This is an optimization exercise on Yosys and OpenROAD, whose aim is small area and a short achievable clock period, not a production implementation.
At most, simulation tests tie the RTL to the original design; equivalence was not proved.
Only the layout flow was run in runs 3 and 4; the RTL was not checked for function there.
Power is estimated from default activity; no workload was simulated.

<file path="flow/config.mk">
export PLATFORM = sky130hd
export DESIGN_NAME = FloatingPoint_Multiplier_Complete
export DESIGN_NICKNAME = FloatingPoint_Multiplier_Complete
export VERILOG_FILES = /design/flow/design.v
export SDC_FILE = /design/flow/constraint.sdc
export NUM_CORES = 4
export LEC_CHECK = 0
export ABC_CLOCK_PERIOD_IN_PS = 2500
export CAP_MARGIN = 20
export CORE_MARGIN = 2
export CORE_UTILIZATION = 50
export CTS_BUF_LIST = sky130_fd_sc_hd__clkbuf_8
export SETUP_SLACK_MARGIN = 4.7
export SLEW_MARGIN = 20
</file>
<file path="flow/constraint.sdc">
create_clock -name core_clock -period 7.5 [get_ports {clk}]
set_input_delay 1.5000 -clock core_clock [delete_from_list [all_inputs] [get_ports {clk}]]
set_output_delay 1.5000 -clock core_clock [all_outputs]
set_load 0.01 [all_outputs]
</file>
<file path="flow/design.v">
`timescale 1ns/1ps
module FloatingPoint_Multiplier_Complete (
    input wire         clk,
    input wire         rst,
    input  wire [15:0] a,
    input  wire [15:0] b,
    output reg  [15:0] result,
    output reg         overflow,
    output reg         underflow
);
    wire es_g0 = a[10] & b[10];
    wire es_p0 = a[10] ^ b[10];
    wire es_g1 = a[11] & b[11];
    wire es_p1 = a[11] ^ b[11];
    wire es_g2 = a[12] & b[12];
    wire es_p2 = a[12] ^ b[12];
    wire es_g3 = a[13] & b[13];
    wire es_p3 = a[13] ^ b[13];
    wire es_g4 = a[14] & b[14];
    wire es_p4 = a[14] ^ b[14];
    wire es_G0_1 = es_g1 | (es_p1 & es_g0);
    wire es_P0_1 = es_p1 & es_p0;
    wire es_G0_2 = es_g2 | (es_p2 & es_g1);
    wire es_P0_2 = es_p2 & es_p1;
    wire es_G0_3 = es_g3 | (es_p3 & es_g2);
    wire es_P0_3 = es_p3 & es_p2;
    wire es_G0_4 = es_g4 | (es_p4 & es_g3);
    wire es_P0_4 = es_p4 & es_p3;
    wire es_G1_2 = es_G0_2 | (es_P0_2 & es_g0);
    wire es_P1_2 = es_P0_2 & es_p0;
    wire es_G1_3 = es_G0_3 | (es_P0_3 & es_G0_1);
    wire es_P1_3 = es_P0_3 & es_P0_1;
    wire es_G1_4 = es_G0_4 | (es_P0_4 & es_G0_2);
    wire es_P1_4 = es_P0_4 & es_P0_2;
    wire es_G2_4 = es_G1_4 | (es_P1_4 & es_g0);
    wire es_P2_4 = es_P1_4 & es_p0;
    wire es_s1 = es_p1 ^ es_g0;
    wire es_s2 = es_p2 ^ es_G0_1;
    wire es_s3 = es_p3 ^ es_G1_2;
    wire es_s4 = es_p4 ^ es_G1_3;
    reg        r1_sign, r1_ha;
    reg  [5:0] r1_es;    
    reg  [9:0] r1_ma;
    reg  [5:0] r1_one, r1_two;    
    reg  [4:0] r1_neg;
    wire [12:0] yb = {2'b00, b[14:10] != 5'd0, b[9:0]};
    always @(posedge clk) begin
        r1_sign <= a[15] ^ b[15];
        r1_es   <= ((a[14:0] == 15'd0) | (b[14:0] == 15'd0)) ? 6'h3f : {es_G2_4, es_s4, es_s3, es_s2, es_s1, es_p0};
        r1_ha   <= a[14:10] != 5'd0;
        r1_ma   <= a[9:0];
        r1_one[0] <= yb[0] ^ 1'b0;
        r1_two[0] <= (yb[1] & ~yb[0] & ~1'b0) | (~yb[1] & yb[0] & 1'b0);
        r1_neg[0] <= yb[1];
        r1_one[1] <= yb[2] ^ yb[1];
        r1_two[1] <= (yb[3] & ~yb[2] & ~yb[1]) | (~yb[3] & yb[2] & yb[1]);
        r1_neg[1] <= yb[3];
        r1_one[2] <= yb[4] ^ yb[3];
        r1_two[2] <= (yb[5] & ~yb[4] & ~yb[3]) | (~yb[5] & yb[4] & yb[3]);
        r1_neg[2] <= yb[5];
        r1_one[3] <= yb[6] ^ yb[5];
        r1_two[3] <= (yb[7] & ~yb[6] & ~yb[5]) | (~yb[7] & yb[6] & yb[5]);
        r1_neg[3] <= yb[7];
        r1_one[4] <= yb[8] ^ yb[7];
        r1_two[4] <= (yb[9] & ~yb[8] & ~yb[7]) | (~yb[9] & yb[8] & yb[7]);
        r1_neg[4] <= yb[9];
        r1_one[5] <= yb[10] ^ yb[9];
        r1_two[5] <= (yb[11] & ~yb[10] & ~yb[9]) | (~yb[11] & yb[10] & yb[9]);
    end
    wire [10:0] mx = {r1_ha, r1_ma};
    wire bp0_0 = ((r1_one[0] & mx[0])) ^ r1_neg[0];
    wire bp0_1 = ((r1_one[0] & mx[1]) | (r1_two[0] & mx[0])) ^ r1_neg[0];
    wire bp0_2 = ((r1_one[0] & mx[2]) | (r1_two[0] & mx[1])) ^ r1_neg[0];
    wire bp0_3 = ((r1_one[0] & mx[3]) | (r1_two[0] & mx[2])) ^ r1_neg[0];
    wire bp0_4 = ((r1_one[0] & mx[4]) | (r1_two[0] & mx[3])) ^ r1_neg[0];
    wire bp0_5 = ((r1_one[0] & mx[5]) | (r1_two[0] & mx[4])) ^ r1_neg[0];
    wire bp0_6 = ((r1_one[0] & mx[6]) | (r1_two[0] & mx[5])) ^ r1_neg[0];
    wire bp0_7 = ((r1_one[0] & mx[7]) | (r1_two[0] & mx[6])) ^ r1_neg[0];
    wire bp0_8 = ((r1_one[0] & mx[8]) | (r1_two[0] & mx[7])) ^ r1_neg[0];
    wire bp0_9 = ((r1_one[0] & mx[9]) | (r1_two[0] & mx[8])) ^ r1_neg[0];
    wire bp0_10 = ((r1_one[0] & mx[10]) | (r1_two[0] & mx[9])) ^ r1_neg[0];
    wire bp0_11 = ((r1_two[0] & mx[10])) ^ r1_neg[0];
    wire bp1_0 = ((r1_one[1] & mx[0])) ^ r1_neg[1];
    wire bp1_1 = ((r1_one[1] & mx[1]) | (r1_two[1] & mx[0])) ^ r1_neg[1];
    wire bp1_2 = ((r1_one[1] & mx[2]) | (r1_two[1] & mx[1])) ^ r1_neg[1];
    wire bp1_3 = ((r1_one[1] & mx[3]) | (r1_two[1] & mx[2])) ^ r1_neg[1];
    wire bp1_4 = ((r1_one[1] & mx[4]) | (r1_two[1] & mx[3])) ^ r1_neg[1];
    wire bp1_5 = ((r1_one[1] & mx[5]) | (r1_two[1] & mx[4])) ^ r1_neg[1];
    wire bp1_6 = ((r1_one[1] & mx[6]) | (r1_two[1] & mx[5])) ^ r1_neg[1];
    wire bp1_7 = ((r1_one[1] & mx[7]) | (r1_two[1] & mx[6])) ^ r1_neg[1];
    wire bp1_8 = ((r1_one[1] & mx[8]) | (r1_two[1] & mx[7])) ^ r1_neg[1];
    wire bp1_9 = ((r1_one[1] & mx[9]) | (r1_two[1] & mx[8])) ^ r1_neg[1];
    wire bp1_10 = ((r1_one[1] & mx[10]) | (r1_two[1] & mx[9])) ^ r1_neg[1];
    wire bp1_11 = ((r1_two[1] & mx[10])) ^ r1_neg[1];
    wire bp2_0 = ((r1_one[2] & mx[0])) ^ r1_neg[2];
    wire bp2_1 = ((r1_one[2] & mx[1]) | (r1_two[2] & mx[0])) ^ r1_neg[2];
    wire bp2_2 = ((r1_one[2] & mx[2]) | (r1_two[2] & mx[1])) ^ r1_neg[2];
    wire bp2_3 = ((r1_one[2] & mx[3]) | (r1_two[2] & mx[2])) ^ r1_neg[2];
    wire bp2_4 = ((r1_one[2] & mx[4]) | (r1_two[2] & mx[3])) ^ r1_neg[2];
    wire bp2_5 = ((r1_one[2] & mx[5]) | (r1_two[2] & mx[4])) ^ r1_neg[2];
    wire bp2_6 = ((r1_one[2] & mx[6]) | (r1_two[2] & mx[5])) ^ r1_neg[2];
    wire bp2_7 = ((r1_one[2] & mx[7]) | (r1_two[2] & mx[6])) ^ r1_neg[2];
    wire bp2_8 = ((r1_one[2] & mx[8]) | (r1_two[2] & mx[7])) ^ r1_neg[2];
    wire bp2_9 = ((r1_one[2] & mx[9]) | (r1_two[2] & mx[8])) ^ r1_neg[2];
    wire bp2_10 = ((r1_one[2] & mx[10]) | (r1_two[2] & mx[9])) ^ r1_neg[2];
    wire bp2_11 = ((r1_two[2] & mx[10])) ^ r1_neg[2];
    wire bp3_0 = ((r1_one[3] & mx[0])) ^ r1_neg[3];
    wire bp3_1 = ((r1_one[3] & mx[1]) | (r1_two[3] & mx[0])) ^ r1_neg[3];
    wire bp3_2 = ((r1_one[3] & mx[2]) | (r1_two[3] & mx[1])) ^ r1_neg[3];
    wire bp3_3 = ((r1_one[3] & mx[3]) | (r1_two[3] & mx[2])) ^ r1_neg[3];
    wire bp3_4 = ((r1_one[3] & mx[4]) | (r1_two[3] & mx[3])) ^ r1_neg[3];
    wire bp3_5 = ((r1_one[3] & mx[5]) | (r1_two[3] & mx[4])) ^ r1_neg[3];
    wire bp3_6 = ((r1_one[3] & mx[6]) | (r1_two[3] & mx[5])) ^ r1_neg[3];
    wire bp3_7 = ((r1_one[3] & mx[7]) | (r1_two[3] & mx[6])) ^ r1_neg[3];
    wire bp3_8 = ((r1_one[3] & mx[8]) | (r1_two[3] & mx[7])) ^ r1_neg[3];
    wire bp3_9 = ((r1_one[3] & mx[9]) | (r1_two[3] & mx[8])) ^ r1_neg[3];
    wire bp3_10 = ((r1_one[3] & mx[10]) | (r1_two[3] & mx[9])) ^ r1_neg[3];
    wire bp3_11 = ((r1_two[3] & mx[10])) ^ r1_neg[3];
    wire bp4_0 = ((r1_one[4] & mx[0])) ^ r1_neg[4];
    wire bp4_1 = ((r1_one[4] & mx[1]) | (r1_two[4] & mx[0])) ^ r1_neg[4];
    wire bp4_2 = ((r1_one[4] & mx[2]) | (r1_two[4] & mx[1])) ^ r1_neg[4];
    wire bp4_3 = ((r1_one[4] & mx[3]) | (r1_two[4] & mx[2])) ^ r1_neg[4];
    wire bp4_4 = ((r1_one[4] & mx[4]) | (r1_two[4] & mx[3])) ^ r1_neg[4];
    wire bp4_5 = ((r1_one[4] & mx[5]) | (r1_two[4] & mx[4])) ^ r1_neg[4];
    wire bp4_6 = ((r1_one[4] & mx[6]) | (r1_two[4] & mx[5])) ^ r1_neg[4];
    wire bp4_7 = ((r1_one[4] & mx[7]) | (r1_two[4] & mx[6])) ^ r1_neg[4];
    wire bp4_8 = ((r1_one[4] & mx[8]) | (r1_two[4] & mx[7])) ^ r1_neg[4];
    wire bp4_9 = ((r1_one[4] & mx[9]) | (r1_two[4] & mx[8])) ^ r1_neg[4];
    wire bp4_10 = ((r1_one[4] & mx[10]) | (r1_two[4] & mx[9])) ^ r1_neg[4];
    wire bp4_11 = ((r1_two[4] & mx[10])) ^ r1_neg[4];
    wire bp5_0 = (r1_one[5] & mx[0]);
    wire bp5_1 = (r1_one[5] & mx[1]) | (r1_two[5] & mx[0]);
    wire bp5_2 = (r1_one[5] & mx[2]) | (r1_two[5] & mx[1]);
    wire bp5_3 = (r1_one[5] & mx[3]) | (r1_two[5] & mx[2]);
    wire bp5_4 = (r1_one[5] & mx[4]) | (r1_two[5] & mx[3]);
    wire bp5_5 = (r1_one[5] & mx[5]) | (r1_two[5] & mx[4]);
    wire bp5_6 = (r1_one[5] & mx[6]) | (r1_two[5] & mx[5]);
    wire bp5_7 = (r1_one[5] & mx[7]) | (r1_two[5] & mx[6]);
    wire bp5_8 = (r1_one[5] & mx[8]) | (r1_two[5] & mx[7]);
    wire bp5_9 = (r1_one[5] & mx[9]) | (r1_two[5] & mx[8]);
    wire bp5_10 = (r1_one[5] & mx[10]) | (r1_two[5] & mx[9]);
    wire bp5_11 = (r1_two[5] & mx[10]);
    wire hs0 = r1_neg[3] ^ bp0_6;
    wire hc0 = r1_neg[3] & bp0_6;
    wire hs1 = bp0_7 ^ bp1_5;
    wire hc1 = bp0_7 & bp1_5;
    wire fs0 = r1_neg[4] ^ bp0_8 ^ bp1_6;
    wire fc0 = (r1_neg[4] & bp0_8) | (r1_neg[4] & bp1_6) | (bp0_8 & bp1_6);
    wire hs2 = bp2_4 ^ bp3_2;
    wire hc2 = bp2_4 & bp3_2;
    wire fs1 = 1'b1 ^ bp0_9 ^ bp1_7;
    wire fc1 = (1'b1 & bp0_9) | (1'b1 & bp1_7) | (bp0_9 & bp1_7);
    wire fs2 = bp2_5 ^ bp3_3 ^ bp4_1;
    wire fc2 = (bp2_5 & bp3_3) | (bp2_5 & bp4_1) | (bp3_3 & bp4_1);
    wire fs3 = bp0_10 ^ bp1_8 ^ bp2_6;
    wire fc3 = (bp0_10 & bp1_8) | (bp0_10 & bp2_6) | (bp1_8 & bp2_6);
    wire fs4 = bp3_4 ^ bp4_2 ^ bp5_0;
    wire fc4 = (bp3_4 & bp4_2) | (bp3_4 & bp5_0) | (bp4_2 & bp5_0);
    wire fs5 = bp0_11 ^ bp1_9 ^ bp2_7;
    wire fc5 = (bp0_11 & bp1_9) | (bp0_11 & bp2_7) | (bp1_9 & bp2_7);
    wire fs6 = bp3_5 ^ bp4_3 ^ bp5_1;
    wire fc6 = (bp3_5 & bp4_3) | (bp3_5 & bp5_1) | (bp4_3 & bp5_1);
    wire fs7 = r1_neg[0] ^ bp1_10 ^ bp2_8;
    wire fc7 = (r1_neg[0] & bp1_10) | (r1_neg[0] & bp2_8) | (bp1_10 & bp2_8);
    wire fs8 = bp3_6 ^ bp4_4 ^ bp5_2;
    wire fc8 = (bp3_6 & bp4_4) | (bp3_6 & bp5_2) | (bp4_4 & bp5_2);
    wire fs9 = r1_neg[0] ^ bp1_11 ^ bp2_9;
    wire fc9 = (r1_neg[0] & bp1_11) | (r1_neg[0] & bp2_9) | (bp1_11 & bp2_9);
    wire fs10 = bp3_7 ^ bp4_5 ^ bp5_3;
    wire fc10 = (bp3_7 & bp4_5) | (bp3_7 & bp5_3) | (bp4_5 & bp5_3);
    wire fs11 = ~r1_neg[0] ^ ~r1_neg[1] ^ bp2_10;
    wire fc11 = (~r1_neg[0] & ~r1_neg[1]) | (~r1_neg[0] & bp2_10) | (~r1_neg[1] & bp2_10);
    wire fs12 = bp3_8 ^ bp4_6 ^ bp5_4;
    wire fc12 = (bp3_8 & bp4_6) | (bp3_8 & bp5_4) | (bp4_6 & bp5_4);
    wire fs13 = 1'b1 ^ bp2_11 ^ bp3_9;
    wire fc13 = (1'b1 & bp2_11) | (1'b1 & bp3_9) | (bp2_11 & bp3_9);
    wire hs3 = bp4_7 ^ bp5_5;
    wire hc3 = bp4_7 & bp5_5;
    wire fs14 = ~r1_neg[2] ^ bp3_10 ^ bp4_8;
    wire fc14 = (~r1_neg[2] & bp3_10) | (~r1_neg[2] & bp4_8) | (bp3_10 & bp4_8);
    wire hs4 = 1'b1 ^ bp3_11;
    wire hc4 = 1'b1 & bp3_11;
    wire hs5 = r1_neg[2] ^ bp0_4;
    wire hc5 = r1_neg[2] & bp0_4;
    wire hs6 = bp0_5 ^ bp1_3;
    wire hc6 = bp0_5 & bp1_3;
    wire fs15 = bp1_4 ^ bp2_2 ^ bp3_0;
    wire fc15 = (bp1_4 & bp2_2) | (bp1_4 & bp3_0) | (bp2_2 & bp3_0);
    wire fs16 = bp2_3 ^ bp3_1 ^ hc0;
    wire fc16 = (bp2_3 & bp3_1) | (bp2_3 & hc0) | (bp3_1 & hc0);
    wire fs17 = bp4_0 ^ hc1 ^ hs2;
    wire fc17 = (bp4_0 & hc1) | (bp4_0 & hs2) | (hc1 & hs2);
    wire fs18 = hc2 ^ fc0 ^ fs1;
    wire fc18 = (hc2 & fc0) | (hc2 & fs1) | (fc0 & fs1);
    wire fs19 = fc1 ^ fc2 ^ fs3;
    wire fc19 = (fc1 & fc2) | (fc1 & fs3) | (fc2 & fs3);
    wire fs20 = fc3 ^ fc4 ^ fs5;
    wire fc20 = (fc3 & fc4) | (fc3 & fs5) | (fc4 & fs5);
    wire fs21 = fc5 ^ fc6 ^ fs7;
    wire fc21 = (fc5 & fc6) | (fc5 & fs7) | (fc6 & fs7);
    wire fs22 = fc7 ^ fc8 ^ fs10;
    wire fc22 = (fc7 & fc8) | (fc7 & fs10) | (fc8 & fs10);
    wire fs23 = fc10 ^ fc9 ^ fs11;
    wire fc23 = (fc10 & fc9) | (fc10 & fs11) | (fc9 & fs11);
    wire fs24 = hs3 ^ fc11 ^ fc12;
    wire fc24 = (hs3 & fc11) | (hs3 & fc12) | (fc11 & fc12);
    wire fs25 = bp5_6 ^ hc3 ^ fc13;
    wire fc25 = (bp5_6 & hc3) | (bp5_6 & fc13) | (hc3 & fc13);
    wire fs26 = bp4_9 ^ bp5_7 ^ hs4;
    wire fc26 = (bp4_9 & bp5_7) | (bp4_9 & hs4) | (bp5_7 & hs4);
    wire fs27 = ~r1_neg[3] ^ bp4_10 ^ bp5_8;
    wire fc27 = (~r1_neg[3] & bp4_10) | (~r1_neg[3] & bp5_8) | (bp4_10 & bp5_8);
    wire hs7 = 1'b1 ^ bp4_11;
    wire hc7 = 1'b1 & bp4_11;
    wire hs8 = r1_neg[1] ^ bp0_2;
    wire hc8 = r1_neg[1] & bp0_2;
    wire hs9 = bp0_3 ^ bp1_1;
    wire hc9 = bp0_3 & bp1_1;
    wire fs28 = bp1_2 ^ bp2_0 ^ hs5;
    wire fc28 = (bp1_2 & bp2_0) | (bp1_2 & hs5) | (bp2_0 & hs5);
    wire fs29 = bp2_1 ^ hc5 ^ hs6;
    wire fc29 = (bp2_1 & hc5) | (bp2_1 & hs6) | (hc5 & hs6);
    wire fs30 = hc6 ^ hs0 ^ fs15;
    wire fc30 = (hc6 & hs0) | (hc6 & fs15) | (hs0 & fs15);
    wire fs31 = hs1 ^ fc15 ^ fs16;
    wire fc31 = (hs1 & fc15) | (hs1 & fs16) | (fc15 & fs16);
    wire fs32 = fs0 ^ fc16 ^ fs17;
    wire fc32 = (fs0 & fc16) | (fs0 & fs17) | (fc16 & fs17);
    wire fs33 = fs2 ^ fc17 ^ fs18;
    wire fc33 = (fs2 & fc17) | (fs2 & fs18) | (fc17 & fs18);
    wire fs34 = fs4 ^ fc18 ^ fs19;
    wire fc34 = (fs4 & fc18) | (fs4 & fs19) | (fc18 & fs19);
    wire fs35 = fs6 ^ fc19 ^ fs20;
    wire fc35 = (fs6 & fc19) | (fs6 & fs20) | (fc19 & fs20);
    wire fs36 = fs8 ^ fc20 ^ fs21;
    wire fc36 = (fs8 & fc20) | (fs8 & fs21) | (fc20 & fs21);
    wire fs37 = fs9 ^ fc21 ^ fs22;
    wire fc37 = (fs9 & fc21) | (fs9 & fs22) | (fc21 & fs22);
    wire fs38 = fs12 ^ fc22 ^ fs23;
    wire fc38 = (fs12 & fc22) | (fs12 & fs23) | (fc22 & fs23);
    wire fs39 = fs13 ^ fc23 ^ fs24;
    wire fc39 = (fs13 & fc23) | (fs13 & fs24) | (fc23 & fs24);
    wire fs40 = fs14 ^ fc24 ^ fs25;
    wire fc40 = (fs14 & fc24) | (fs14 & fs25) | (fc24 & fs25);
    wire fs41 = fc14 ^ fc25 ^ fs26;
    wire fc41 = (fc14 & fc25) | (fc14 & fs26) | (fc25 & fs26);
    wire fs42 = hc4 ^ fs27 ^ fc26;
    wire fc42 = (hc4 & fs27) | (hc4 & fc26) | (fs27 & fc26);
    wire fs43 = bp5_9 ^ hs7 ^ fc27;
    wire fc43 = (bp5_9 & hs7) | (bp5_9 & fc27) | (hs7 & fc27);
    wire fs44 = ~r1_neg[4] ^ bp5_10 ^ hc7;
    wire fc44 = (~r1_neg[4] & bp5_10) | (~r1_neg[4] & hc7) | (bp5_10 & hc7);
    wire hs10 = 1'b1 ^ bp5_11;
    wire lo_g0 = r1_neg[0] & bp0_0;
    wire lo_p0 = r1_neg[0] ^ bp0_0;
    wire lo_g2 = bp1_0 & hs8;
    wire lo_p2 = bp1_0 ^ hs8;
    wire lo_g3 = hc8 & hs9;
    wire lo_p3 = hc8 ^ hs9;
    wire lo_g4 = hc9 & fs28;
    wire lo_p4 = hc9 ^ fs28;
    wire lo_g5 = fc28 & fs29;
    wire lo_p5 = fc28 ^ fs29;
    wire lo_g6 = fc29 & fs30;
    wire lo_p6 = fc29 ^ fs30;
    wire lo_g7 = fc30 & fs31;
    wire lo_p7 = fc30 ^ fs31;
    wire lo_G0_1 = (bp0_1 & lo_g0);
    wire lo_P0_1 = bp0_1 & lo_p0;
    wire lo_G0_2 = lo_g2;
    wire lo_P0_2 = lo_p2 & bp0_1;
    wire lo_G0_3 = lo_g3 | (lo_p3 & lo_g2);
    wire lo_P0_3 = lo_p3 & lo_p2;
    wire lo_G0_4 = lo_g4 | (lo_p4 & lo_g3);
    wire lo_P0_4 = lo_p4 & lo_p3;
    wire lo_G0_5 = lo_g5 | (lo_p5 & lo_g4);
    wire lo_P0_5 = lo_p5 & lo_p4;
    wire lo_G0_6 = lo_g6 | (lo_p6 & lo_g5);
    wire lo_P0_6 = lo_p6 & lo_p5;
    wire lo_G0_7 = lo_g7 | (lo_p7 & lo_g6);
    wire lo_P0_7 = lo_p7 & lo_p6;
    wire lo_G1_2 = lo_G0_2 | (lo_P0_2 & lo_g0);
    wire lo_P1_2 = lo_P0_2 & lo_p0;
    wire lo_G1_3 = lo_G0_3 | (lo_P0_3 & lo_G0_1);
    wire lo_P1_3 = lo_P0_3 & lo_P0_1;
    wire lo_G1_4 = lo_G0_4 | (lo_P0_4 & lo_G0_2);
    wire lo_P1_4 = lo_P0_4 & lo_P0_2;
    wire lo_G1_5 = lo_G0_5 | (lo_P0_5 & lo_G0_3);
    wire lo_P1_5 = lo_P0_5 & lo_P0_3;
    wire lo_G1_6 = lo_G0_6 | (lo_P0_6 & lo_G0_4);
    wire lo_P1_6 = lo_P0_6 & lo_P0_4;
    wire lo_G1_7 = lo_G0_7 | (lo_P0_7 & lo_G0_5);
    wire lo_P1_7 = lo_P0_7 & lo_P0_5;
    wire lo_G2_4 = lo_G1_4 | (lo_P1_4 & lo_g0);
    wire lo_P2_4 = lo_P1_4 & lo_p0;
    wire lo_G2_5 = lo_G1_5 | (lo_P1_5 & lo_G0_1);
    wire lo_P2_5 = lo_P1_5 & lo_P0_1;
    wire lo_G2_6 = lo_G1_6 | (lo_P1_6 & lo_G1_2);
    wire lo_P2_6 = lo_P1_6 & lo_P1_2;
    wire lo_G2_7 = lo_G1_7 | (lo_P1_7 & lo_G1_3);
    wire lo_P2_7 = lo_P1_7 & lo_P1_3;
    wire lo_s1 = bp0_1 ^ lo_g0;
    wire lo_s2 = lo_p2 ^ lo_G0_1;
    wire lo_s3 = lo_p3 ^ lo_G1_2;
    wire lo_s4 = lo_p4 ^ lo_G1_3;
    wire lo_s5 = lo_p5 ^ lo_G2_4;
    wire lo_s6 = lo_p6 ^ lo_G2_5;
    wire lo_s7 = lo_p7 ^ lo_G2_6;
    wire [7:0] nlo = {lo_s7, lo_s6, lo_s5, lo_s4, lo_s3, lo_s2, lo_s1, lo_p0};
    wire zq0 = ~(r1_neg[0] ^ bp0_0);
    wire zq1 = ~(bp0_1 ^ (r1_neg[0] | bp0_0));
    wire zq2 = ~((bp1_0 ^ hs8) ^ bp0_1);
    wire zq3 = ~((hc8 ^ hs9) ^ (bp1_0 | hs8));
    wire zq4 = ~((hc9 ^ fs28) ^ (hc8 | hs9));
    wire zq5 = ~((fc28 ^ fs29) ^ (hc9 | fs28));
    wire zq6 = ~((fc29 ^ fs30) ^ (fc28 | fs29));
    wire zq7 = ~((fc30 ^ fs31) ^ (fc29 | fs30));
    wire zq8 = ~((fc31 ^ fs32) ^ (fc30 | fs31));
    wire zq9 = ~((fc32 ^ fs33) ^ (fc31 | fs32));
    wire zr1 = ~(bp0_1 ^ (r1_neg[0] & bp0_0));
    wire z08 = zq0 & zq1 & zq2 & zq3 & zq4 & zq5 & zq6 & zq7 & zq8;    
    wire z19 = zr1 & zq2 & zq3 & zq4 & zq5 & zq6 & zq7 & zq8 & zq9;    
    reg [21:8] r2_a;
    reg [21:8] r2_b;
    reg        r2_cin;
    reg        r2_zA;
    reg        r2_zB;
    reg        r2_z0c;
    reg        r2_z1c;
    reg        r2_sign;
    reg  [5:0] r2_es;
    always @(posedge clk) begin
        r2_cin <= lo_G2_7;
        r2_zA <= zq2 & zq3 & zq4 & zq5;
        r2_zB <= zq6 & zq7 & zq8;
        r2_z0c <= zq0 & zq1;
        r2_z1c <= zr1;
        r2_a[8] <= fc31;
        r2_b[8] <= fs32;
        r2_a[9] <= fc32;
        r2_b[9] <= fs33;
        r2_a[10] <= fc33;
        r2_b[10] <= fs34;
        r2_a[11] <= fc34;
        r2_b[11] <= fs35;
        r2_a[12] <= fc35;
        r2_b[12] <= fs36;
        r2_a[13] <= fc36;
        r2_b[13] <= fs37;
        r2_a[14] <= fc37;
        r2_b[14] <= fs38;
        r2_a[15] <= fs39;
        r2_b[15] <= fc38;
        r2_a[16] <= fc39;
        r2_b[16] <= fs40;
        r2_a[17] <= fc40;
        r2_b[17] <= fs41;
        r2_a[18] <= fc41;
        r2_b[18] <= fs42;
        r2_a[19] <= fs43;
        r2_b[19] <= fc42;
        r2_a[20] <= fs44;
        r2_b[20] <= fc43;
        r2_a[21] <= hs10;
        r2_b[21] <= fc44;
        r2_sign <= r1_sign;
        r2_es <= r1_es;
    end
    wire hi_g0 = r2_a[8] & r2_b[8];
    wire hi_p0 = r2_a[8] ^ r2_b[8];
    wire hi_g1 = r2_a[9] & r2_b[9];
    wire hi_p1 = r2_a[9] ^ r2_b[9];
    wire hi_g2 = r2_a[10] & r2_b[10];
    wire hi_p2 = r2_a[10] ^ r2_b[10];
    wire hi_g3 = r2_a[11] & r2_b[11];
    wire hi_p3 = r2_a[11] ^ r2_b[11];
    wire hi_g4 = r2_a[12] & r2_b[12];
    wire hi_p4 = r2_a[12] ^ r2_b[12];
    wire hi_g5 = r2_a[13] & r2_b[13];
    wire hi_p5 = r2_a[13] ^ r2_b[13];
    wire hi_g6 = r2_a[14] & r2_b[14];
    wire hi_p6 = r2_a[14] ^ r2_b[14];
    wire hi_g7 = r2_a[15] & r2_b[15];
    wire hi_p7 = r2_a[15] ^ r2_b[15];
    wire hi_g8 = r2_a[16] & r2_b[16];
    wire hi_p8 = r2_a[16] ^ r2_b[16];
    wire hi_g9 = r2_a[17] & r2_b[17];
    wire hi_p9 = r2_a[17] ^ r2_b[17];
    wire hi_g10 = r2_a[18] & r2_b[18];
    wire hi_p10 = r2_a[18] ^ r2_b[18];
    wire hi_g11 = r2_a[19] & r2_b[19];
    wire hi_p11 = r2_a[19] ^ r2_b[19];
    wire hi_g12 = r2_a[20] & r2_b[20];
    wire hi_p12 = r2_a[20] ^ r2_b[20];
    wire hi_g13 = r2_a[21] & r2_b[21];
    wire hi_p13 = r2_a[21] ^ r2_b[21];
    wire hi_G0_1 = hi_g1 | (hi_p1 & hi_g0);
    wire hi_P0_1 = hi_p1 & hi_p0;
    wire hi_G0_2 = hi_g2 | (hi_p2 & hi_g1);
    wire hi_P0_2 = hi_p2 & hi_p1;
    wire hi_G0_3 = hi_g3 | (hi_p3 & hi_g2);
    wire hi_P0_3 = hi_p3 & hi_p2;
    wire hi_G0_4 = hi_g4 | (hi_p4 & hi_g3);
    wire hi_P0_4 = hi_p4 & hi_p3;
    wire hi_G0_5 = hi_g5 | (hi_p5 & hi_g4);
    wire hi_P0_5 = hi_p5 & hi_p4;
    wire hi_G0_6 = hi_g6 | (hi_p6 & hi_g5);
    wire hi_P0_6 = hi_p6 & hi_p5;
    wire hi_G0_7 = hi_g7 | (hi_p7 & hi_g6);
    wire hi_P0_7 = hi_p7 & hi_p6;
    wire hi_G0_8 = hi_g8 | (hi_p8 & hi_g7);
    wire hi_P0_8 = hi_p8 & hi_p7;
    wire hi_G0_9 = hi_g9 | (hi_p9 & hi_g8);
    wire hi_P0_9 = hi_p9 & hi_p8;
    wire hi_G0_10 = hi_g10 | (hi_p10 & hi_g9);
    wire hi_P0_10 = hi_p10 & hi_p9;
    wire hi_G0_11 = hi_g11 | (hi_p11 & hi_g10);
    wire hi_P0_11 = hi_p11 & hi_p10;
    wire hi_G0_12 = hi_g12 | (hi_p12 & hi_g11);
    wire hi_P0_12 = hi_p12 & hi_p11;
    wire hi_G0_13 = hi_g13 | (hi_p13 & hi_g12);
    wire hi_P0_13 = hi_p13 & hi_p12;
    wire hi_G1_2 = hi_G0_2 | (hi_P0_2 & hi_g0);
    wire hi_P1_2 = hi_P0_2 & hi_p0;
    wire hi_G1_3 = hi_G0_3 | (hi_P0_3 & hi_G0_1);
    wire hi_P1_3 = hi_P0_3 & hi_P0_1;
    wire hi_G1_4 = hi_G0_4 | (hi_P0_4 & hi_G0_2);
    wire hi_P1_4 = hi_P0_4 & hi_P0_2;
    wire hi_G1_5 = hi_G0_5 | (hi_P0_5 & hi_G0_3);
    wire hi_P1_5 = hi_P0_5 & hi_P0_3;
    wire hi_G1_6 = hi_G0_6 | (hi_P0_6 & hi_G0_4);
    wire hi_P1_6 = hi_P0_6 & hi_P0_4;
    wire hi_G1_7 = hi_G0_7 | (hi_P0_7 & hi_G0_5);
    wire hi_P1_7 = hi_P0_7 & hi_P0_5;
    wire hi_G1_8 = hi_G0_8 | (hi_P0_8 & hi_G0_6);
    wire hi_P1_8 = hi_P0_8 & hi_P0_6;
    wire hi_G1_9 = hi_G0_9 | (hi_P0_9 & hi_G0_7);
    wire hi_P1_9 = hi_P0_9 & hi_P0_7;
    wire hi_G1_10 = hi_G0_10 | (hi_P0_10 & hi_G0_8);
    wire hi_P1_10 = hi_P0_10 & hi_P0_8;
    wire hi_G1_11 = hi_G0_11 | (hi_P0_11 & hi_G0_9);
    wire hi_P1_11 = hi_P0_11 & hi_P0_9;
    wire hi_G1_12 = hi_G0_12 | (hi_P0_12 & hi_G0_10);
    wire hi_P1_12 = hi_P0_12 & hi_P0_10;
    wire hi_G1_13 = hi_G0_13 | (hi_P0_13 & hi_G0_11);
    wire hi_P1_13 = hi_P0_13 & hi_P0_11;
    wire hi_G2_4 = hi_G1_4 | (hi_P1_4 & hi_g0);
    wire hi_P2_4 = hi_P1_4 & hi_p0;
    wire hi_G2_5 = hi_G1_5 | (hi_P1_5 & hi_G0_1);
    wire hi_P2_5 = hi_P1_5 & hi_P0_1;
    wire hi_G2_6 = hi_G1_6 | (hi_P1_6 & hi_G1_2);
    wire hi_P2_6 = hi_P1_6 & hi_P1_2;
    wire hi_G2_7 = hi_G1_7 | (hi_P1_7 & hi_G1_3);
    wire hi_P2_7 = hi_P1_7 & hi_P1_3;
    wire hi_G2_8 = hi_G1_8 | (hi_P1_8 & hi_G1_4);
    wire hi_P2_8 = hi_P1_8 & hi_P1_4;
    wire hi_G2_9 = hi_G1_9 | (hi_P1_9 & hi_G1_5);
    wire hi_P2_9 = hi_P1_9 & hi_P1_5;
    wire hi_G2_10 = hi_G1_10 | (hi_P1_10 & hi_G1_6);
    wire hi_P2_10 = hi_P1_10 & hi_P1_6;
    wire hi_G2_11 = hi_G1_11 | (hi_P1_11 & hi_G1_7);
    wire hi_P2_11 = hi_P1_11 & hi_P1_7;
    wire hi_G2_12 = hi_G1_12 | (hi_P1_12 & hi_G1_8);
    wire hi_P2_12 = hi_P1_12 & hi_P1_8;
    wire hi_G2_13 = hi_G1_13 | (hi_P1_13 & hi_G1_9);
    wire hi_P2_13 = hi_P1_13 & hi_P1_9;
    wire hi_G3_8 = hi_G2_8 | (hi_P2_8 & hi_g0);
    wire hi_P3_8 = hi_P2_8 & hi_p0;
    wire hi_G3_9 = hi_G2_9 | (hi_P2_9 & hi_G0_1);
    wire hi_P3_9 = hi_P2_9 & hi_P0_1;
    wire hi_G3_10 = hi_G2_10 | (hi_P2_10 & hi_G1_2);
    wire hi_P3_10 = hi_P2_10 & hi_P1_2;
    wire hi_G3_11 = hi_G2_11 | (hi_P2_11 & hi_G1_3);
    wire hi_P3_11 = hi_P2_11 & hi_P1_3;
    wire hi_G3_12 = hi_G2_12 | (hi_P2_12 & hi_G2_4);
    wire hi_P3_12 = hi_P2_12 & hi_P2_4;
    wire hi_G3_13 = hi_G2_13 | (hi_P2_13 & hi_G2_5);
    wire hi_P3_13 = hi_P2_13 & hi_P2_5;
    wire hi_s0 = hi_p0 ^ r2_cin;
    wire hi_C1 = hi_g0 | (hi_p0 & r2_cin);
    wire hi_s1 = hi_p1 ^ hi_C1;
    wire hi_C2 = hi_G0_1 | (hi_P0_1 & r2_cin);
    wire hi_s2 = hi_p2 ^ hi_C2;
    wire hi_C3 = hi_G1_2 | (hi_P1_2 & r2_cin);
    wire hi_s3 = hi_p3 ^ hi_C3;
    wire hi_C4 = hi_G1_3 | (hi_P1_3 & r2_cin);
    wire hi_s4 = hi_p4 ^ hi_C4;
    wire hi_C5 = hi_G2_4 | (hi_P2_4 & r2_cin);
    wire hi_s5 = hi_p5 ^ hi_C5;
    wire hi_C6 = hi_G2_5 | (hi_P2_5 & r2_cin);
    wire hi_s6 = hi_p6 ^ hi_C6;
    wire hi_C7 = hi_G2_6 | (hi_P2_6 & r2_cin);
    wire hi_s7 = hi_p7 ^ hi_C7;
    wire hi_C8 = hi_G2_7 | (hi_P2_7 & r2_cin);
    wire hi_s8 = hi_p8 ^ hi_C8;
    wire hi_C9 = hi_G3_8 | (hi_P3_8 & r2_cin);
    wire hi_s9 = hi_p9 ^ hi_C9;
    wire hi_C10 = hi_G3_9 | (hi_P3_9 & r2_cin);
    wire hi_s10 = hi_p10 ^ hi_C10;
    wire hi_C11 = hi_G3_10 | (hi_P3_10 & r2_cin);
    wire hi_s11 = hi_p11 ^ hi_C11;
    wire hi_C12 = hi_G3_11 | (hi_P3_11 & r2_cin);
    wire hi_s12 = hi_p12 ^ hi_C12;
    wire hi_C13 = hi_G3_12 | (hi_P3_12 & r2_cin);
    wire hi_s13 = hi_p13 ^ hi_C13;
    wire hi_C14 = hi_G3_13 | (hi_P3_13 & r2_cin);
    wire tie0 = ~hi_s1 & r2_zA & r2_zB & r2_z0c;    
    wire tie1 = hi_s2 & hi_s1 & r2_zA & r2_zB & r2_z1c;    
    wire r0_top = hi_s13;    
    wire r1ci = hi_s2 & hi_s1;    
    wire r1_a0_1 = hi_s3 & r1ci;
    wire r1_a0_2 = hi_s4 & hi_s3;
    wire r1_a0_3 = hi_s5 & hi_s4;
    wire r1_a0_4 = hi_s6 & hi_s5;
    wire r1_a0_5 = hi_s7 & hi_s6;
    wire r1_a0_6 = hi_s8 & hi_s7;
    wire r1_a0_7 = hi_s9 & hi_s8;
    wire r1_a0_8 = hi_s10 & hi_s9;
    wire r1_a0_9 = hi_s11 & hi_s10;
    wire r1_a0_10 = hi_s12 & hi_s11;
    wire r1_a1_2 = r1_a0_2 & r1ci;
    wire r1_a1_3 = r1_a0_3 & r1_a0_1;
    wire r1_a1_4 = r1_a0_4 & r1_a0_2;
    wire r1_a1_5 = r1_a0_5 & r1_a0_3;
    wire r1_a1_6 = r1_a0_6 & r1_a0_4;
    wire r1_a1_7 = r1_a0_7 & r1_a0_5;
    wire r1_a1_8 = r1_a0_8 & r1_a0_6;
    wire r1_a1_9 = r1_a0_9 & r1_a0_7;
    wire r1_a1_10 = r1_a0_10 & r1_a0_8;
    wire r1_a2_4 = r1_a1_4 & r1ci;
    wire r1_a2_5 = r1_a1_5 & r1_a0_1;
    wire r1_a2_6 = r1_a1_6 & r1_a1_2;
    wire r1_a2_7 = r1_a1_7 & r1_a1_3;
    wire r1_a2_8 = r1_a1_8 & r1_a1_4;
    wire r1_a2_9 = r1_a1_9 & r1_a1_5;
    wire r1_a2_10 = r1_a1_10 & r1_a1_6;
    wire r1_a3_8 = r1_a2_8 & r1ci;
    wire r1_a3_9 = r1_a2_9 & r1_a0_1;
    wire r1_a3_10 = r1_a2_10 & r1_a1_2;
    wire r1_0 = hi_s3 ^ r1ci;
    wire r1_1 = hi_s4 ^ r1_a0_1;
    wire r1_2 = hi_s5 ^ r1_a1_2;
    wire r1_3 = hi_s6 ^ r1_a1_3;
    wire r1_4 = hi_s7 ^ r1_a2_4;
    wire r1_5 = hi_s8 ^ r1_a2_5;
    wire r1_6 = hi_s9 ^ r1_a2_6;
    wire r1_7 = hi_s10 ^ r1_a2_7;
    wire r1_8 = hi_s11 ^ r1_a3_8;
    wire r1_9 = hi_s12 ^ r1_a3_9;
    wire [9:0] mant0 = {hi_s11, hi_s10, hi_s9, hi_s8, hi_s7, hi_s6, hi_s5, hi_s4, hi_s3, hi_s2} & ~{9'd0, tie0};
    wire [9:0] mant1 = {r1_9, r1_8, r1_7, r1_6, r1_5, r1_4, r1_3, r1_2, r1_1, r1_0} & ~{9'd0, tie1};
    wire [9:0] mant  = r0_top ? mant1 : mant0;
    wire       r2_zero = &r2_es;
    wire       ovf0 = r2_es >= 6'd46;
    wire       ovf1 = r2_es >= 6'd45;
    wire       unf0 = r2_es <= 6'd15;
    wire       unf1 = r2_es <= 6'd14;
    wire [4:0] ef0  = r2_es[4:0] + 5'd17;
    wire [4:0] ef1  = r2_es[4:0] + 5'd18;
    wire       ovf  = r0_top ? ovf1 : ovf0;
    wire       unf  = r0_top ? unf1 : unf0;
    wire [4:0] ef   = r0_top ? ef1 : ef0;
    reg        r3_nz, r3_ovf, r3_unf;    
    reg [15:0] r3_val;
    always @(posedge clk or posedge rst) begin
        if (rst) begin
            r3_nz  <= 1'b0;
            r3_ovf <= 1'b0;
            r3_unf <= 1'b0;
        end else begin
            r3_nz  <= ~r2_zero & ~ovf & ~unf;
            r3_ovf <= ~r2_zero & ovf;
            r3_unf <= ~r2_zero & ~ovf & unf;
        end
    end
    always @(posedge clk) r3_val <= {r2_sign, ef, mant};
    always @(*) begin
        result    = r3_nz ? r3_val : (r3_ovf ? 16'h7F80 : 16'd0);
        overflow  = r3_ovf;
        underflow = r3_unf;
    end
endmodule
</file>
<file path="flow/flow/run.sh">
#!/bin/bash
# Own layout flow: the standard flow (standard.sh) with two changes:
#  - synthesis runs Yosys's synth without its generic "abc -fast" pass
#    (-noabc), so the full adders written in the RTL reach extract_fa as
#    written instead of being remapped first; everything else in
#    synth_recipe.tcl (flatten, renames, registers) is unchanged;
#  - port buffers use the buffer cell named in flow/ports.txt.
# Each tool's output is in the ORFS logs under orfs/logs; make's own output
# goes to flow.log here.
set -euo pipefail
here=$(pwd)
first=$(head -n 1 synth_recipe.tcl)
if [[ "$first" != 'proc synth {args} { yosys synth -nofsm -noshare {*}$args }' ]]; then
  echo "unexpected first line of synth_recipe.tcl: $first" >&2
  exit 1
fi
{ echo 'proc synth {args} { yosys synth -nofsm -noshare -noabc {*}$args }'; tail -n +2 synth_recipe.tcl; } > own_synth.tcl
buf=$(tr -d ' \n' < flow/ports.txt)
sed -e "s#SYNTH_SCRIPT=[^ ]*#SYNTH_SCRIPT=$here/own_synth.tcl 'BUFFER_PORTS_ARGS=-buffer_cell $buf'#" standard.sh > own_standard.sh
grep -q own_synth.tcl own_standard.sh
bash own_standard.sh > flow.log 2>&1
</file>
<file path="flow/flow/ports.txt">
sky130_fd_sc_hd__buf_1
</file>
<file path="flow/standard.sh">
#!/bin/bash
# synth_recipe.tcl (not shown) runs the flow's synth.tcl, then flattens the netlist and writes it again
# the make line also repeats each setting of config.mk as NAME=value (left out here)
make -C /OpenROAD-flow-scripts/flow DESIGN_CONFIG=/design/flow/config.mk WORK_HOME=/design/flow/orfs CLKGATE_MAP_FILE= SYNTH_SCRIPT=/design/flow/synth_recipe.tcl "${@:-finish}"
</file>
==> results.toml, run 1 <==
[setup_path]
cp.arrival_ns = 1.21
crit_required_ns = 6.00
critPathLaunchType = "register"
cp_max_fo = 12
max_stage_delay_ns = 0.43
cp-end-kind = "output port"
slowest_stage = "dfrtp_2"
r2r_slack_ns = 4.81
path_cells = "buf_6, and2_1, buf_1"
critPathKind = "reg -> out"

[floorplanning]
core_area_sq_um = 12500
die_h_um = 117
fp.dieW_um = 117
die_area_sq_um = 13600
std_cell_rows = 41
initial_core_util = 0.506
ios = 52

[clocking]
cts.sinks = 94
numCtsBuffers = 9
htree_levels = 3
max-clock-path-buffers = 2
postCtsHoldBufs = 0
clk_latency_ns = 0.37
root_buffer = "clkbuf_8"
path_clk_slew_ns = 0.09
cts_tree = "built"

[finish]
fillers = 1142
layout-drive-gt1-share = 0.0936
diodes = 0
final_common_cell = "dfxtp_1"
syn_to_final_growth_pct = 9.66
finish.net_count = 809
layout_common_cells = "dfxtp_1, xnor2_1, nand2_1, a22oi_1, ha_1"
fin_cells = 856

[timing]
skew_ns = 0.00909
worst_slew_pin_slew_ns = 0.728
relSlewSlack = 0.514
setup_violations = 0
fmax_mhz = 369
finalCriticalPeriod_ns = 2.71
fin_setup_tns_ns = 0
grt_setup_unrepaired = "yes"
finalHoldViolations = 0
final_max_slew_viol_count = 0
fin_crit_sh = 0.362

[global_routing]
antenna_found_initial = 0
grt_max_degree = 18
grt_pass1_wl_mm = 21.6
overflow = 0
grt_pass1_vias = 4503
grt_util_all_layers = 0.201

[outcome]
outcome = "complete, no violations"

[yosys]
synth_fp_nets = 778
synth_seq_cells = 94
synth_edf_count = 0
seq_area_frac_synth = 0.299
synth_async_sr_flop_share = 0.0319
ys.flop_type = "dfxtp_1"
yosysWarnings = 1
syn_area_per_cell_sq_um = 9.78
synth_area_sq_um = 6340
synthCells = 648
synth_cell_types = 59

[drt]
drt_pass1_iterations = 5
routed_via_density = 5.46
drc = 0
wl_per_cell_um = 14.8
routed_wirelength_mm = 12.7
vias = 4676
first_iter_violations = 301
postRouteAntennaNets = 0

[power]
powerDensity_nw_per_um2 = 417
p_leak_uw = 0.00289
finalPower_uw = 2890
max-vdd-ir-drop_uv = 181

[placed_design]
place_congestion = 0.862
io_buffer_count = 51
hpwl_mm = 9.77
dp.cells = 835

[worst_hold_path]
hold_path.class = "reg -> reg"

[job]
cap_viol_max_count = 0
==> cells by family after synthesis <==
group                      after synthesis  share of synthesized area
AOI/OAI and AO/OA                      150                      0.173
and+or+nand+nor                        140                      0.109
adders and majority gates               96                      0.242
DFF                                     94                      0.299
xor gates and xnor gates                89                      0.123
buffers and inverters                   75                     0.0482
muxes                                    4                    0.00632
==> report_power, final <==
part	switching, uW	total (uW)	internal [uW]	leakage [uW]
sequential	85.2	748	662	0.000806
clock	189	392	203	0.000120
combinational	993	1750	761	0.00197
total	1270	2890	1630	0.00289
==> metal layers <==
| layer | GRT usage | wire length [um] | up-vias | share of wire |
|---|---|---|---|---|
| met5 | 0 | 0 | - | 0 |
| met4 | 0.0510 | 182 | 0 | 0.014 |
| met3 | 0.0394 | 422 | 14 | 0.033 |
| met2 | 0.332 | 6190 | 82 | 0.49 |
| met1 | 0.274 | 5900 | 2283 | 0.46 |
| li1 | - | - | 2297 | - |
==> metrics by stage <==
stage | hold WS (ns) | worst slack [ns] | area (sq um) | util
2_1_floorplan | 0.310 | 4.71 | 6340 | -
3_3_place_gp | 0.311 | 4.60 | 6580 | 0.526
3_5_place_dp | 0.312 | 4.54 | 6580 | 0.526
4_1_cts | 0.335 | 4.63 | 6860 | 0.548
5_1_grt | 0.340 | 4.66 | 6950 | 0.555
6_report | 0.332 | 4.79 | 6950 | 0.555
==> flip-flops by register name (all words and copies together), names as in the netlist, 5 cells and up <==
| signal | flops |
|---|---|
| r3_val | 16 |
| r2_a | 14 |
| r2_b | 14 |
| r1_ma | 10 |
| r1_es | 6 |
| r1_one | 6 |
| r1_two | 6 |
| r2_es | 6 |
| r1_neg | 5 |
==> cells in the mapped netlist (14+ instances only) <==
| cell type | instances | area [sq um] |
|---|---|---|
| o21ai_0 | 23 | 115 |
| inv_1 | 39 | 146 |
| nor2_1 | 23 | 86.3 |
| ha_1 | 52 | 651 |
| xnor2_1 | 67 | 587 |
| dfxtp_1 | 91 | 1820 |
| fa_1 | 44 | 881 |
| a21oi_1 | 17 | 85.1 |
| and2_1 | 14 | 87.6 |
| a22oi_1 | 54 | 405 |
| clkbuf_1 | 28 | 105 |
| xor2_1 | 22 | 193 |
| nand2_1 | 54 | 203 |
==> final cells by class <==
cell class / count / area (sq um) / area share
Inverter: 39 / 146 / 0.0211
Clock inverter: 6 / 103 / 0.0148
Multi-Input combinational cell: 479 / 4170 / 0.600
Clock buffer: 10 / 138 / 0.0198
Timing Repair Buffer: 56 / 235 / 0.0339
Tap cell: 172 / 215 / 0.0310
Sequential cell: 94 / 1940 / 0.279
==> path summary, 6_finish.rpt <==
kind	startpoint	endpoint	cells past startpoint
worst min-delay path	r1_es[1]	r2_es[1]	0
max in group asynchronous	rst	r3_nz	2
worst max-delay path	r3_nz	result[0]	3
worst min register to register	r1_es[1]	r2_es[1]	0
worst max register to register	r1_ma[8]	r2_zB	7
min in group asynchronous	rst	r3_ovf	2
==> worst max-delay path, delay by kind of cell (launching register included) <==
family / cells / cell delay [ns]
buffers and inverters: 2 / 0.26
and+or+nand+nor: 1 / 0.15
DFF: 1 / 0.43
==> timing repair <==
item / in CTS / in global routing
setup endpoints to repair: 23 / 23
pin swaps: 0 / 1
gates resized for setup: 16 / 24
buffers inserted: 2 / 3
==> run 2: changes to the inputs <==
--- a/flow/config.mk
+++ b/flow/config.mk
@@ -8,7 +8,7 @@
 export ABC_CLOCK_PERIOD_IN_PS = 2500
 export CAP_MARGIN = 20
 export CORE_MARGIN = 2
-export CORE_UTILIZATION = 50
+export CORE_UTILIZATION = 55
 export CTS_BUF_LIST = sky130_fd_sc_hd__clkbuf_8
 export SETUP_SLACK_MARGIN = 4.7
 export SLEW_MARGIN = 20
==> results.toml, run 2 <==
[timing]
worst_slew_pin_slew_ns = 0.727
relSlewSlack = 0.515
finalCriticalPeriod_ns = 2.72
hold_ws_ns = 0.328
fin_crit_sh = 0.362
fmax_mhz = 368
skew_ns = 0.0137
setup_violations = 0
final_max_slew_viol_count = 0
grt_setup_unrepaired = "yes"
fin_setup_tns_ns = 0
finalHoldViolations = 0

[floorplanning]
fp.dieW_um = 111
die_area_sq_um = 12400
ios = 52
std_cell_rows = 39
core_area_sq_um = 11300
die_h_um = 111
initial_core_util = 0.560

[power]
p_sw_uw = 1270
internal-power_uw = 1600
swShare = 0.442
powerDensity_nw_per_um2 = 417
pwr-share-clk = 0.123
pwr-share-comb = 0.617
max-vdd-ir-drop_uv = 285
power_frac_seq = 0.261
p_leak_uw = 0.00287

[global_routing]
grt_max_degree = 17
grt_pass1_vias = 4712
antenna_found_initial = 0
overflow = 0
grt_util_all_layers = 0.221
grt_pass1_wl_mm = 22.3

[yosys]
synth_area_leaders = "dfxtp_1, fa_1, ha_1, xnor2_1, a22oi_1"
synthMuxAreaShare = 0.00632
yosysWarnings = 1
synth_cell_types = 59
ys.flop_type = "dfxtp_1"
synth_fp_nets = 778
seq_area_frac_synth = 0.299
synth_seq_cells = 94
synth_async_sr_flop_share = 0.0319
synth_top_area_share = 0.288
syn_area_per_cell_sq_um = 9.78
synth_area_sq_um = 6340
synth_most_common_cell = "dfxtp_1"
synth_top_family_by_area = "adder cells"
synthCells = 648
yosys.area_share.simple = 0.109
synth_common_cells = "dfxtp_1, xnor2_1, a22oi_1, nand2_1, ha_1"
synth_fa_ha_area_frac = 0.242
synthXorXnorAreaFrac = 0.123
synth_compound_area_frac = 0.173
synth_edf_count = 0
synth_top_area_cell = "dfxtp_1"

[finish]
largest_register = "r3_val"
final_common_cell = "dfxtp_1"
syn_to_final_growth_pct = 8.57
reg.largest.list = "r3_val x16, r2_a x14, r2_b x14"
layout_common_cells = "dfxtp_1, xnor2_1, nand2_1, a22oi_1, ha_1"
fillers = 1004
largest_reg_flops = 16
diodes = 0
layout-drive-gt1-share = 0.0910
finish.net_count = 806

[clocking]
root_buffer = "clkbuf_8"
path_clk_slew_ns = 0.09
numCtsBuffers = 9
clk_latency_ns = 0.38
cts_tree = "built"
cts.sinks = 94
max-clock-path-buffers = 2
htree_levels = 3

[drt]
wl_per_cell_um = 15.2
postRouteAntennaNets = 0
drt_pass1_iterations = 5
routed_wirelength_mm = 12.5
drc = 0
first_iter_violations = 316
routed_via_density = 5.65
vias = 4656

[setup_path]
cp_max_fo = 16
critPathLaunchType = "register"
crit_required_ns = 6.00
critPathKind = "reg -> out"
cp.arrival_ns = 1.22
cp-end-kind = "output port"

[placed_design]
place_congestion = 0.853
hpwl_mm = 9.80
io_buffer_count = 51

[job]
cap_viol_max_count = 0

[worst_hold_path]
hold_path.class = "reg -> reg"

[outcome]
outcome = "complete, no violations"
run 2: cell counts after synthesis:
No cell type changed its count.
run 2: metrics by stage:
step           worst slack, ns   util  power, uW  instances  area (sq um)
5_1_grt                   4.68  0.608       3180        824          6880
3_5_place_dp              4.55  0.578       2470        806          6550
6_report                  4.78  0.608       2870        824          6880
2_1_floorplan             4.71      -       2130        648          6340
3_3_place_gp              4.61  0.578       2420        806          6550
4_1_cts                   4.63  0.600       2840        823          6800
run 2: metal layers:
metal  routed length, um  vias to the layer above  track usage  share of wire
met5                   0                        -            0              0
met4                 304                        0       0.0798          0.024
met3                 457                       28       0.0381          0.036
met2                5940                       96        0.363           0.47
met1                5820                     2241        0.295           0.46
li1                    -                     2291            -              -
run 2: layout make-up:
class                           count  area (sq um)  share of cell area
Clock inverter                      5          58.8             0.00855
Multi-Input combinational cell    479          4190               0.609
Tap cell                          143           179              0.0260
Timing Repair Buffer               53           219              0.0318
Clock buffer                       11           151              0.0220
Sequential cell                    94          1930               0.281
Inverter                           39           146              0.0213
run 2: critical path, cell delays in order (launching register included):
cell     delay, ns
dfrtp_2       0.43
buf_12        0.15
and2_1        0.14
buf_1         0.12
run 2: worst paths after layout:
path / start / end / slack [ns] / depth (start not counted)
max: r3_nz / result[0] / 4.78 / 3
min: r1_es[2] / r2_es[2] / 0.33 / 0
max reg2reg: r1_ma[9] / r2_b[11] / 4.84 / 5
min reg2reg: r1_es[2] / r2_es[2] / 0.33 / 0
max in group asynchronous: rst / r3_nz / 6.42 / 2
min in group asynchronous: rst / r3_unf / 0.94 / 2
run 2: what timing repair did:
action,CTS,global route
setup buffers,1,1
pin swaps,0,1
hold buffers,0,0
gates resized for setup,10,28
endpoints found under the setup margin,24,19
run 2: cell families after synthesis:
kind of cell	Yosys count
buf+inv	75
xor+xnor	89
simple gates	140
mux	4
fa+ha+maj	96
flops	94
compound gates	150
run 2: power groups by stage:
stage | combinational (uW) | clock [uW] | sequential [uW]
after floorplan | 1420 | 0 | 714
after detailed placement | 1710 | 0 | 765
after global routing | 2030 | 387 | 766
after global placement | 1660 | 0 | 761
after CTS | 1730 | 365 | 749
final | 1770 | 352 | 748
==> run 3: changes to the inputs <==
--- a/flow/design.v
+++ b/flow/design.v
@@ -574,8 +574,15 @@
         end
     end
     always @(posedge clk) r3_val <= {r2_sign, ef, mant};
+    reg        r3_zn;    
+    always @(posedge clk or posedge rst) begin
+        if (rst) r3_zn <= 1'b1;
+        else     r3_zn <= r2_zero | ovf | unf;
+    end
     always @(*) begin
-        result    = r3_nz ? r3_val : (r3_ovf ? 16'h7F80 : 16'd0);
+        result[15]   = r3_nz & r3_val[15];
+        result[14:7] = r3_zn ? {8{r3_ovf}} : r3_val[14:7];
+        result[6:0]  = {7{r3_nz}} & r3_val[6:0];
         overflow  = r3_ovf;
         underflow = r3_unf;
     end
==> results.toml, run 3 <==
[setup_path]
cp-end-kind = "register"
worst_r2r_path_depth = 11
cp_max_fo = 4
worst_r2r_endpoint = "r3_val[9]"
path_cells = "ha_4, a211o_1, a21oi_4, xnor2_2, ha_2, o2111ai_4, nor4_4, nand2_2, mux2_4, a211o_1, a22oi_2"
crit-reg2reg-launch = "r2_b[8]"
cp_top_family = "compound AO/OA/AOI/OAI gates"
critPathKind = "reg -> reg"
crit_start = "r2_b[8]"
critPathLaunchType = "register"
cp-endpoint = "r3_val[9]"
cp.depth = 11
slowest_stage = "a211o_1"
max_stage_delay_ns = 0.38
crit_buf_inv = 0
r2r_slack_ns = 4.68
cp.arrival_ns = 3.14
crit_top_cell = "a211o_1"
crit_required_ns = 7.82

[placed_design]
io_buffer_count = 51
preCtsSetupSlack_ns = 4.20
place_congestion = 0.816
hpwl_mm = 9.62

[timing]
worst_slew_pin_slew_ns = 0.999
finalCriticalPeriod_ns = 2.82
hold_ws_ns = 0.332
skew_ns = 0.0160
fin_crit_sh = 0.376
final_max_slew_viol_count = 0
fin_setup_tns_ns = 0
finalHoldViolations = 0
setup_violations = 0
setup_ws_ns = 4.68
fmax_mhz = 355
grt_setup_unrepaired = "yes"
relSlewSlack = 0.329

[yosys]
syn_area_per_cell_sq_um = 9.88
synth_area_sq_um = 6260
synth_top_area_share = 0.291
synth_seq_cells = 95
synth_area_leaders = "dfxtp_1, fa_1, ha_1, xnor2_1, a22oi_1"
synth_cell_types = 59
yosysWarnings = 1
synth_most_common_cell = "dfxtp_1"
ys.flop_type = "dfxtp_1"
synth_top_area_cell = "dfxtp_1"
synth_async_sr_flop_share = 0.0421
synthCells = 634
synth_fp_nets = 764
synth_common_cells = "dfxtp_1, xnor2_1, a22oi_1"
seq_area_frac_synth = 0.307
synth_edf_count = 0

[global_routing]
grt_util_all_layers = 0.218
grt_pass1_vias = 4616
grt_pass1_wl_mm = 22.0
grt_max_degree = 23
antenna_found_initial = 0
overflow = 0

[clocking]
root_buffer = "clkbuf_8"
htree_levels = 3
cts_tree = "built"
numCtsBuffers = 9
max-clock-path-buffers = 2
cts.sinks = 95
clk_latency_ns = 0.38
path_clk_slew_ns = 0.11

[job]
cap_viol_max_count = 0

[finish]
reg.largest.list = "r3_val x16, r2_a x14, r2_b x14"
layout_common_cells = "xnor2_1, dfxtp_1, a22oi_1, inv_1, ha_1"
syn_to_final_growth_pct = 12.7
largest_register = "r3_val"
layout-drive-gt1-share = 0.152
diodes = 0
postLayoutCoreUtil = 0.643
finish.net_count = 810
largest_reg_flops = 16

[drt]
drc = 0
vias = 4618
routed_via_density = 5.60
first_iter_violations = 269
drt_pass1_iterations = 5
postRouteAntennaNets = 0
routed_wirelength_mm = 12.7
wl_per_cell_um = 15.4

[power]
max-vdd-ir-drop_uv = 371
p_leak_uw = 0.00294
finalPower_uw = 2990
powerDensity_nw_per_um2 = 423

[outcome]
outcome = "complete, no violations"

[floorplanning]
die_area_sq_um = 12300
initial_core_util = 0.570
core_area_sq_um = 11000
ios = 52
fp.dieW_um = 111
die_h_um = 111
std_cell_rows = 38

[worst_hold_path]
hold_path.class = "reg -> reg"
[run 3: cell count changes in the layout (fill, tap and decap cells not counted), sizes merged, moves of 5 or more]
cell / delta
nand2: -15
buf: +15
inv: +10
o21ai: +9
xnor2: +5
[run 3: area by class of cell]
type,instances,area [sq um]
fill,942,3930
clock buffer,9,124
tap,140,175
multi-input combinational,457,4210
inverter,49,184
sequential,95,1970
timing repair buffer,68,332
clock inverter,7,66.3
[run 3: logic make-up after synthesis]
group                      synth area share
AOI/OAI and AO/OA                     0.172
adders and majority gates             0.245
xor gates and xnor gates              0.129
DFF                                   0.307
buffers and inverters                0.0499
muxes                               0.00399
and+or+nand+nor                      0.0941
[run 3: report_power, final]
group          leakage (uW)  switching [uW]  internal, uW
sequential         0.000818            91.6           672
clock             0.0000892             197           127
combinational       0.00203            1030           866
total               0.00294            1320          1660
[run 3: what timing repair did]
action,in CTS,in global routing
gates resized for setup,49,30
setup buffers,8,6
pin swaps,18,6
cloned,0,2
hold buffers,0,0
endpoints found under the setup margin,21,19
[run 3: through the flow]
stage | std cells | area (sq um)
after floorplan | 634 | 6270
after global placement | 793 | 6510
after detailed placement | 793 | 6510
after CTS | 817 | 6900
after global routing | 825 | 7060
final | 825 | 7060
[run 3: how the worst min path moves through the flow]
stage                         from        to  slack (ns)  depth (start not counted)
after floorplan           r1_es[0]  r2_es[0]        0.31                          0
after global routing      r1_es[1]  r2_es[1]        0.34                          0
final                     r1_es[1]  r2_es[1]        0.33                          0
after CTS                 r1_es[1]  r2_es[1]        0.34                          0
after global placement    r1_es[2]  r2_es[2]        0.31                          0
after detailed placement  r1_es[1]  r2_es[1]        0.31                          0
[run 3: metal layers]
| metal | part of all wire | GRT usage |
|---|---|---|
| met1 | 0.46 | 0.291 |
| met2 | 0.47 | 0.361 |
| met3 | 0.045 | 0.0323 |
| met4 | 0.020 | 0.0842 |
| met5 | 0 | 0 |
==> run 4: changes to the inputs <==
--- a/flow/config.mk
+++ b/flow/config.mk
@@ -10,5 +10,5 @@
 export CORE_MARGIN = 2
 export CORE_UTILIZATION = 55
 export CTS_BUF_LIST = sky130_fd_sc_hd__clkbuf_8
-export SETUP_SLACK_MARGIN = 4.7
+export SETUP_SLACK_MARGIN = 4.8
 export SLEW_MARGIN = 20
==> results.toml, run 4 <==
[clocking]
root_buffer = "clkbuf_8"
cts.sinks = 95
clk_latency_ns = 0.38
path_clk_slew_ns = 0.10
max-clock-path-buffers = 2
htree_levels = 3
cts_tree = "built"
numCtsBuffers = 9

[finish]
layout_common_cells = "xnor2_1, dfxtp_1, inv_1, a22oi_1"
finish.net_count = 818
diodes = 0
syn_to_final_growth_pct = 15.9
reg.largest.list = "r3_val x16, r2_a x14, r2_b x14"
fillers = 885
postLayoutCoreUtil = 0.661
layout-drive-gt1-share = 0.189
largest_register = "r3_val"
fin_area_sq_um = 7260
final_common_cell = "xnor2_1"
largest_reg_flops = 16

[timing]
setup_violations = 0
skew_ns = 0.0135
fin_crit_sh = 0.373
relSlewSlack = 0.452
finalHoldViolations = 0
final_max_slew_viol_count = 0
fmax_mhz = 358
fin_setup_tns_ns = 0
finalCriticalPeriod_ns = 2.79
grt_setup_unrepaired = "yes"
worst_slew_pin_slew_ns = 0.817

[yosys]
synthCells = 634
synth_async_sr_flop_share = 0.0421
synth_common_cells = "dfxtp_1, xnor2_1, a22oi_1"
synth_top_area_cell = "dfxtp_1"
synth_top_area_share = 0.291
seq_area_frac_synth = 0.307
synth_fp_nets = 764
ys.flop_type = "dfxtp_1"
synth_area_leaders = "dfxtp_1, fa_1, ha_1, xnor2_1, a22oi_1"
yosysWarnings = 1
synth_seq_cells = 95
synth_area_sq_um = 6260
syn_area_per_cell_sq_um = 9.88
synth_most_common_cell = "dfxtp_1"
synth_edf_count = 0
synth_cell_types = 59

[floorplanning]
die_area_sq_um = 12300
initial_core_util = 0.570
std_cell_rows = 38
ios = 52
die_h_um = 111
core_area_sq_um = 11000
fp.dieW_um = 111

[setup_path]
cp_max_fo = 8
cp.arrival_ns = 1.29
r2r_slack_ns = 4.71
critPathKind = "reg -> out"
worst_r2r_path_depth = 11
cp-endpoint = "result[7]"
critPathLaunchType = "register"
crit_start = "r3_zn"
cp-end-kind = "output port"
crit_required_ns = 6.00
worst_r2r_endpoint = "r3_val[9]"
crit-reg2reg-launch = "r2_a[8]"

[outcome]
outcome = "complete, no violations"

[power]
p_leak_uw = 0.00300
powerDensity_nw_per_um2 = 434
max-vdd-ir-drop_uv = 401

[global_routing]
grt_pass1_wl_mm = 21.8
grt_util_all_layers = 0.218
overflow = 0
antenna_found_initial = 0
grt_pass1_vias = 4566
grt_max_degree = 23

[placed_design]
post_dp_cell_area_sq_um = 6510
io_buffer_count = 51
place_congestion = 0.819
hpwl_mm = 9.70

[drt]
vias = 4631
routed_via_density = 5.56
drt_pass1_iterations = 5
first_iter_violations = 304
postRouteAntennaNets = 0
wl_per_cell_um = 15.7
drc = 0
routed_wirelength_mm = 13.0

[job]
cap_viol_max_count = 0

[worst_hold_path]
hold_path.class = "reg -> reg"
hold_start = "r1_es[0]"
[run 4: cell counts after synthesis]
Identical to the previous run, type by type.
[run 4: cells by family after synthesis]
logic type,share of synthesized area
AOI/OAI and AO/OA,0.172
and+or+nand+nor,0.0941
adders and majority gates,0.245
DFF,0.307
xor gates and xnor gates,0.129
buffers and inverters,0.0499
muxes,0.00399
[run 4: layout make-up]
class | instances | area, sq um | share of cell area
clock inverter | 7 | 85.1 | 0.0117
tap | 140 | 175 | 0.0241
clock buffer | 9 | 124 | 0.0171
timing repair buffer | 76 | 403 | 0.0555
multi-input combinational | 457 | 4290 | 0.591
sequential | 95 | 2000 | 0.275
inverter | 49 | 184 | 0.0253
[run 4: critical path, cell delays in order (launching register included)]
cell     delay [ns]
dfstp_2        0.58
buf_6          0.14
o21ai_1        0.06
buf_2          0.14
[run 4: power by group]
| group | internal (uW) | switching [uW] | leakage, uW | total (uW) |
|---|---|---|---|---|
| Clock | 158 | 191 | 0.000102 | 349 |
| Sequential | 671 | 95.0 | 0.000821 | 766 |
| Combinational | 952 | 1080 | 0.00208 | 2040 |
| Total | 1780 | 1370 | 0.00300 | 3150 |
[run 4: what timing repair did]
| action | CTS | global route |
|---|---|---|
| endpoints found under the hold margin | 0 | 0 |
| setup buffers | 10 | 14 |
| hold buffers | 0 | 0 |
| gates resized for setup | 56 | 58 |
| pin swaps | 12 | 27 |
| endpoints found under the setup margin | 36 | 21 |
| gates cloned | 0 | 0 |
[run 4: per-stage QoR]
step,cells,power [uW],setup WS [ns],hold WS (ns)
finish,833,3150,4.71,0.327
global route,833,3420,4.59,0.328
CTS,819,2960,4.65,0.332
detailed placement,793,2410,4.18,0.312
global placement,793,2370,4.30,0.311
floorplan,634,2050,4.68,0.310
[run 4: how the worst min path moves through the flow]
stage / to / slack (ns) / cells after the start
5_1_grt: r2_es[0] / 0.33 / 0
3_5_place_dp: r2_es[2] / 0.31 / 0
2_1_floorplan: r2_es[0] / 0.31 / 0
3_3_place_gp: r2_es[2] / 0.31 / 0
6_report: r2_es[0] / 0.33 / 0
4_1_cts: r2_es[0] / 0.33 / 0
[run 4: routing by layer]
| metal | up-vias | track usage | share of wire |
|---|---|---|---|
| met1 | 2216 | 0.290 | 0.46 |
| met2 | 116 | 0.362 | 0.49 |
| met3 | 20 | 0.0361 | 0.035 |
| li1 | 2279 | - | - |
| met5 | - | 0 | 0 |
| met4 | 0 | 0.0750 | 0.016 |

[static timing again, ports no longer ideal]
The flow's constraints put no driver on any port. The routed layouts listed below were extracted and timed again, unchanged, in two steps. Step 1 (the two cells are an assumption about what drives the block):
set clk [get_ports {clk}]
set_driving_cell -lib_cell sky130_fd_sc_hd__clkbuf_16 $clk
set_driving_cell -lib_cell sky130_fd_sc_hd__buf_2 [delete_from_list [all_inputs] $clk]
Step 2 also shifts input and output timing later by t, the mid clock arrival at the registers, as if the neighbouring blocks saw the same clock. a / b / c = no drivers / after step 1 / after step 2; a / b = the first two.
| run | shift t [ns] | setup WS [ns] | hold slack, ns | latest minus earliest clock arrival (ns) | worst register clock-pin slew, ns |
|---|---|---|---|---|---|
| run 1 | 0.402 | 4.789 / 4.756 / 4.601 | 0.332 / 0.332 / 0.332 | 0.010 / 0.010 | 0.10 / 0.10 |
| run 2 | 0.405 | 4.781 / 4.748 / 4.615 | 0.328 / 0.328 / 0.328 | 0.014 / 0.013 | 0.09 / 0.09 |
| run 3 | 0.408 | 4.681 / 4.657 / 4.590 | 0.332 / 0.332 / 0.332 | 0.016 / 0.016 | 0.11 / 0.11 |
| run 4 | 0.407 | 4.706 / 4.673 / 4.616 | 0.327 / 0.327 / 0.327 | 0.013 / 0.013 | 0.10 / 0.10 |
After both steps every run listed still meets setup and hold. The setup slack of run 1, which loses most, moves by -0.033 ns with the drivers and by -0.188 ns with both steps.
